This is an optimization exercise on Yosys and OpenROAD, whose aim is small area, not a production implementation. In this exercise RTL edits were held to simulation tests only and were not proved equivalent to the original. The flow treats the clock pin as an ideal source. Dropping or thinning the clock tree relies on that and would not hold on a real chip. Power figures rest on the tool's default switching activity, not on a simulated workload.

Design PIEZO_reality_and_damedame, start of the top module:
module PIEZO_reality_and_damedame(RESETN, CLK_1MHZ, A, T, SONG);
For scale: roughly 490 cells after synthesis, roughly 82 flip-flops, ~0.0037 mm2 of cells after synthesis.
export LEC_CHECK = 0
export ABC_AREA = 1
export CAP_MARGIN = 20
export CORE_MARGIN = 2
export CORE_UTILIZATION = 40
export SLEW_MARGIN = 20
create_clock -name core_clock -period 10.0 [get_ports {CLK_1MHZ}]
standard.sh (not shown) runs the stock make flow with config.mk's settings and CLKGATE_MAP_FILE= SYNTH_SCRIPT=/design/flow/synth_recipe.tcl, a recipe that flattens the netlist after the stock synthesis.
==> flow/flow/run.sh <==
#!/bin/bash
# The standard layout (standard.sh) with two synthesis changes, both in the
# combinational mapping only (registers are mapped before either step, so they
# are the standard synthesis's registers, same names and cell types):
#  - ABC maps with an area-oriented script (flow/abc_area.script) in place of
#    ORFS's delay-oriented one;
#  - Yosys's half/full-adder extraction (extract_fa) is skipped, so ABC sees
#    the adder logic as plain gates.
# and one layout change: clock tree synthesis runs with the arguments in
# flow/cts_args.txt (no dummy loads on the clock tree's leaves).
# Every other step is ORFS's own, run through standard.sh's make command.
set -euo pipefail
HERE=$(pwd)
rm -rf "$HERE/scripts_custom"
cp -r "$FLOW_HOME/scripts" "$HERE/scripts_custom"
cp "$HERE/flow/abc_area.script" "$HERE/scripts_custom/abc_area.script"
awk '/# extract the full adders/ {skip=1} /dont_use_after_adder_step/ {skip=0} !skip' \
  "$FLOW_HOME/scripts/synth.tcl" > "$HERE/scripts_custom/synth.tcl"
! grep -q extract_fa "$HERE/scripts_custom/synth.tcl"
CTS_ARGS=$(cat "$HERE/flow/cts_args.txt")
sed "s|make -C \([^ ]*\) |make -C \1 SCRIPTS_DIR=$HERE/scripts_custom ABC_AREA=1 CTS_ARGS='$CTS_ARGS' |" standard.sh > custom.sh
grep -q "SCRIPTS_DIR=$HERE/scripts_custom" custom.sh
bash custom.sh synth > synth.log 2>&1
bash custom.sh > layout.log 2>&1
test -s out/final.def
==> flow/flow/abc_area.script <==
strash
dc2
balance
rewrite
refactor
balance
rewrite
rewrite -z
balance
refactor -z
rewrite -z
balance
&get -n
&deepsyn -T 60
&put
balance
rewrite
refactor
balance
rewrite
rewrite -z
balance
refactor -z
rewrite -z
balance
dch -f
amap
==> flow/flow/cts_args.txt <==
-sink_clustering_enable -repair_clock_nets -dont_use_dummy_load
Change:
==> flow/flow/abc_area.script (replaced) <==
strash
dc2
balance
rewrite
refactor
balance
rewrite
rewrite -z
balance
refactor -z
rewrite -z
balance
dch -f
amap
==> flow/flow/cts_args.txt (replaced) <==
-sink_clustering_enable -repair_clock_nets -dont_use_dummy_load -sink_clustering_size 50 -sink_clustering_max_diameter 500 -wire_unit 100
What happened: Total power grows by 29%. Non-clock buffer count grows by 1. Worst setup slack got worse by 84 ps. Global-route usage grows by 0.77 points.
Change:
==> flow/flow/cts_args.txt (replaced) <==
-sink_clustering_enable -repair_clock_nets -dont_use_dummy_load -root_buf sky130_fd_sc_hd__clkbuf_8 -buf_list sky130_fd_sc_hd__clkbuf_4
Hold slack is about the same.
Total power falls by 22%.
Utilization falls by 2.0 points.
Non-clock buffer count stays the same.
Routed wire length barely changes.
Synthesized cell count stays the same.
Die area stays the same.
Global-route usage rises by 0.32 points.
Via count falls by 0.42%.
Final cell count falls by 0.61%.
Final area falls by 4.4%.
Change:
==> flow/flow/cts_args.txt (replaced) <==
-sink_clustering_enable -repair_clock_nets -dont_use_dummy_load -sink_buffer_max_cap_derate 1.0 -buf_list sky130_fd_sc_hd__clkbuf_16
- The changed run finished with timing, DRC and antenna clean
- synthesized area stays the same
- count of clock-buffer cells in the layout does not change
- power went up by about a fifth
- register-to-register slack hardly moves
- worst setup slack hardly moves
- clock power grows by well over a third
- global-route usage stays flat
- combinational power hardly moves
- utilization is higher by 1.1 points
- die area does not change

---

PIEZO_reality_and_damedame again, from the RTL that the note above started with.
// PIEZO_reality_and_damedame
module PIEZO_reality_and_damedame(RESETN, CLK_1MHZ, A, T, SONG);
  input RESETN, CLK_1MHZ, A, T;
  output SONG;
  reg h1; reg [5:0] i1; reg b1, f1, z1; reg [18:0] s1; reg [1:0] u1; reg [10:0] c1;
  reg [7:0] p2; reg b2, f2, z2; reg [17:0] s2; reg [10:0] c2;
  reg [3:0] n1id, n2id; reg [1:0] k1;
  reg [10:0] t1, t2; reg r1, r2;
  always @(*) begin
    case ({h1, i1})
      7'd0: begin n1id = 4'd6; k1 = 2'd2; end
      7'd1: begin n1id = 4'd11; k1 = 2'd0; end
      7'd2: begin n1id = 4'd5; k1 = 2'd0; end
      7'd3: begin n1id = 4'd6; k1 = 2'd1; end
      7'd4: begin n1id = 4'd7; k1 = 2'd0; end
      7'd5: begin n1id = 4'd9; k1 = 2'd0; end
      7'd6: begin n1id = 4'd6; k1 = 2'd1; end
      7'd7: begin n1id = 4'd0; k1 = 2'd0; end
      7'd8: begin n1id = 4'd12; k1 = 2'd0; end
      7'd9: begin n1id = 4'd5; k1 = 2'd0; end
      7'd10: begin n1id = 4'd6; k1 = 2'd1; end
      7'd11: begin n1id = 4'd7; k1 = 2'd0; end
      7'd12: begin n1id = 4'd9; k1 = 2'd0; end
      7'd13: begin n1id = 4'd6; k1 = 2'd3; end
      7'd14: begin n1id = 4'd1; k1 = 2'd2; end
      7'd15: begin n1id = 4'd2; k1 = 2'd0; end
      7'd16: begin n1id = 4'd6; k1 = 2'd3; end
      7'd17: begin n1id = 4'd0; k1 = 2'd0; end
      7'd18: begin n1id = 4'd11; k1 = 2'd0; end
      7'd19: begin n1id = 4'd10; k1 = 2'd0; end
      7'd20: begin n1id = 4'd9; k1 = 2'd0; end
      7'd21: begin n1id = 4'd6; k1 = 2'd0; end
      7'd22: begin n1id = 4'd7; k1 = 2'd1; end
      7'd23: begin n1id = 4'd8; k1 = 2'd0; end
      7'd24: begin n1id = 4'd7; k1 = 2'd1; end
      7'd25: begin n1id = 4'd0; k1 = 2'd0; end
      7'd26: begin n1id = 4'd11; k1 = 2'd0; end
      7'd27: begin n1id = 4'd2; k1 = 2'd0; end
      7'd28: begin n1id = 4'd3; k1 = 2'd1; end
      7'd29: begin n1id = 4'd4; k1 = 2'd0; end
  ...
clock: 10.0 ns
lec_check: 0
abc_area: 1
cap_margin: 20
core_margin: 2
core_utilization: 40
slew_margin: 20
==> flow/flow/run.sh <==
#!/bin/bash
# The standard layout (standard.sh) with two synthesis changes, both in the
# combinational mapping only (registers are mapped before either step, so they
# are the standard synthesis's registers, same names and cell types):
#  - ABC maps with an area-oriented script (flow/abc_area.script) in place of
#    ORFS's delay-oriented one;
#  - Yosys's half/full-adder extraction (extract_fa) is skipped, so ABC sees
#    the adder logic as plain gates.
# and one layout change: the clock tree is flow/clock_buffer.tcl (the clock
# port drives three clkbuf_8 cells, each driving a third of the flip-flops)
# in place of TritonCTS's H-tree; the rest of ORFS's CTS step (timing
# repair, legalisation) runs as usual.
# Every other step is ORFS's own, run through standard.sh's make command.
set -euo pipefail
HERE=$(pwd)
rm -rf "$HERE/scripts_custom"
cp -r "$FLOW_HOME/scripts" "$HERE/scripts_custom"
cp "$HERE/flow/abc_area.script" "$HERE/scripts_custom/abc_area.script"
awk '/# extract the full adders/ {skip=1} /dont_use_after_adder_step/ {skip=0} !skip' \
  "$FLOW_HOME/scripts/synth.tcl" > "$HERE/scripts_custom/synth.tcl"
! grep -q extract_fa "$HERE/scripts_custom/synth.tcl"
# clock tree: flow/clock_buffer.tcl in place of TritonCTS's clock_tree_synthesis
grep -q '^log_cmd clock_tree_synthesis {\*}\$cts_args$' "$FLOW_HOME/scripts/cts.tcl"
sed "s|^log_cmd clock_tree_synthesis {\*}\$cts_args$|source $HERE/flow/clock_buffer.tcl|" \
  "$FLOW_HOME/scripts/cts.tcl" > "$HERE/scripts_custom/cts.tcl"
grep -q "source $HERE/flow/clock_buffer.tcl" "$HERE/scripts_custom/cts.tcl"
sed "s|make -C \([^ ]*\) |make -C \1 SCRIPTS_DIR=$HERE/scripts_custom ABC_AREA=1 |" standard.sh > custom.sh
grep -q "SCRIPTS_DIR=$HERE/scripts_custom" custom.sh
bash custom.sh synth > synth.log 2>&1
bash custom.sh > layout.log 2>&1
test -s out/final.def
==> flow/flow/clock_buffer.tcl <==
# Clock buffering in place of TritonCTS's H-tree, for this small design: the
# clock port drives nx * ny clock buffers; the flip-flops are split into an
# nx-by-ny grid of equal-sized groups (by x, then by y within each column) and
# each group is driven by one buffer placed at the group's centroid.
set nx 3
set ny 1
set bufcell sky130_fd_sc_hd__buf_12
set block [ord::get_db_block]
set db [ord::get_db]
set clk_port_net [$block findNet CLK_1MHZ]
set master [$db findMaster $bufcell]
set sinks {}
foreach it [$clk_port_net getITerms] {
  set xy [$it getAvgXY]
  lappend sinks [list [lindex $xy 1] [lindex $xy 2] $it]
}
set sinks [lsort -real -index 0 $sinks]
set n [llength $sinks]
puts "clock_buffer: $n sinks, [expr {$nx * $ny}] x $bufcell"
set b 0
for {set i 0} {$i < $nx} {incr i} {
  set col [lrange $sinks [expr {$i * $n / $nx}] [expr {($i + 1) * $n / $nx - 1}]]
  set col [lsort -real -index 1 $col]
  set m [llength $col]
  for {set j 0} {$j < $ny} {incr j} {
    set grp [lrange $col [expr {$j * $m / $ny}] [expr {($j + 1) * $m / $ny - 1}]]
    set inst [odb::dbInst_create $block $master "clkbuf_${b}_CLK_1MHZ"]
    set net [odb::dbNet_create $block "clknet_${b}_CLK_1MHZ"]
    $net setSigType CLOCK
    set sx 0; set sy 0
    foreach s $grp {
      set it [lindex $s 2]
      $it disconnect
      $it connect $net
      set sx [expr {$sx + [lindex $s 0]}]
      set sy [expr {$sy + [lindex $s 1]}]
    }
    [$inst findITerm A] connect $clk_port_net
    [$inst findITerm X] connect $net
    $inst setLocation [expr {int($sx / [llength $grp])}] [expr {int($sy / [llength $grp])}]
    $inst setPlacementStatus PLACED
    incr b
  }
}
$clk_port_net setSigType CLOCK
set_propagated_clock [all_clocks]
Other scripts of this flow, unchanged in this note and not shown: flow/flow/abc_area.script
==> next run, changes <==
--- a/flow/flow/clock_buffer.tcl
+++ b/flow/flow/clock_buffer.tcl
@@ -4,5 +4,5 @@
 # each group is driven by one buffer placed at the group's centroid.
-set nx 3
-set ny 1
-set bufcell sky130_fd_sc_hd__buf_12
+set nx 2
+set ny 2
+set bufcell sky130_fd_sc_hd__buf_8
 set block [ord::get_db_block]
Total power falls by 0.58%. Setup slack hardly moves. Sequential cell count is unchanged. Wire length goes up by about 0.6%. Final cell count stays flat. Synthesized cell count is unchanged. Via count stays flat. Core utilization does not change. Global-route usage barely changes. Final area does not change. Clock power stays flat.
In every run of this note, the design's own scripts or RTL, not TritonCTS, make the clock network.

[separate check: timing with driven ports]
No port has a modelled driver above. Below, the same layouts with a new extraction and two added sets of constraints. Step 1 assumes that a clkbuf_16 drives the clock port and a buf_2 every other input. Step 2 moves the port delays by t, midway between the first and last clock arrival at a register: inputs arrive t later, outputs are due t later. That takes back most of the time a late clock gives input paths. Slacks: ideal ports / drivers / drivers and shift; pairs: ideal ports / drivers.
run | shift t [ns] | setup WS [ns] | worst setup path at the end | worst slew at a driven data input, ns
the first run of note 1 | 0.368 | 4.731 / 4.706 / 4.706 | input to output | 0.03
the second run of note 1 | 0.443 | 4.647 / 4.622 / 4.622 | input to output | 0.03
the third run of note 1 | 0.362 | 4.647 / 4.622 / 4.622 | input to output | 0.03
the fourth run of note 1 | 0.352 | 4.647 / 4.622 / 4.622 | input to output | 0.03
the first run of note 2 | 0.199 | 4.647 / 4.622 / 4.622 | input to output | 0.03
the second run of note 2 | 0.203 | 4.647 / 4.622 / 4.622 | input to output | 0.03
After both steps every run listed still meets setup and hold.
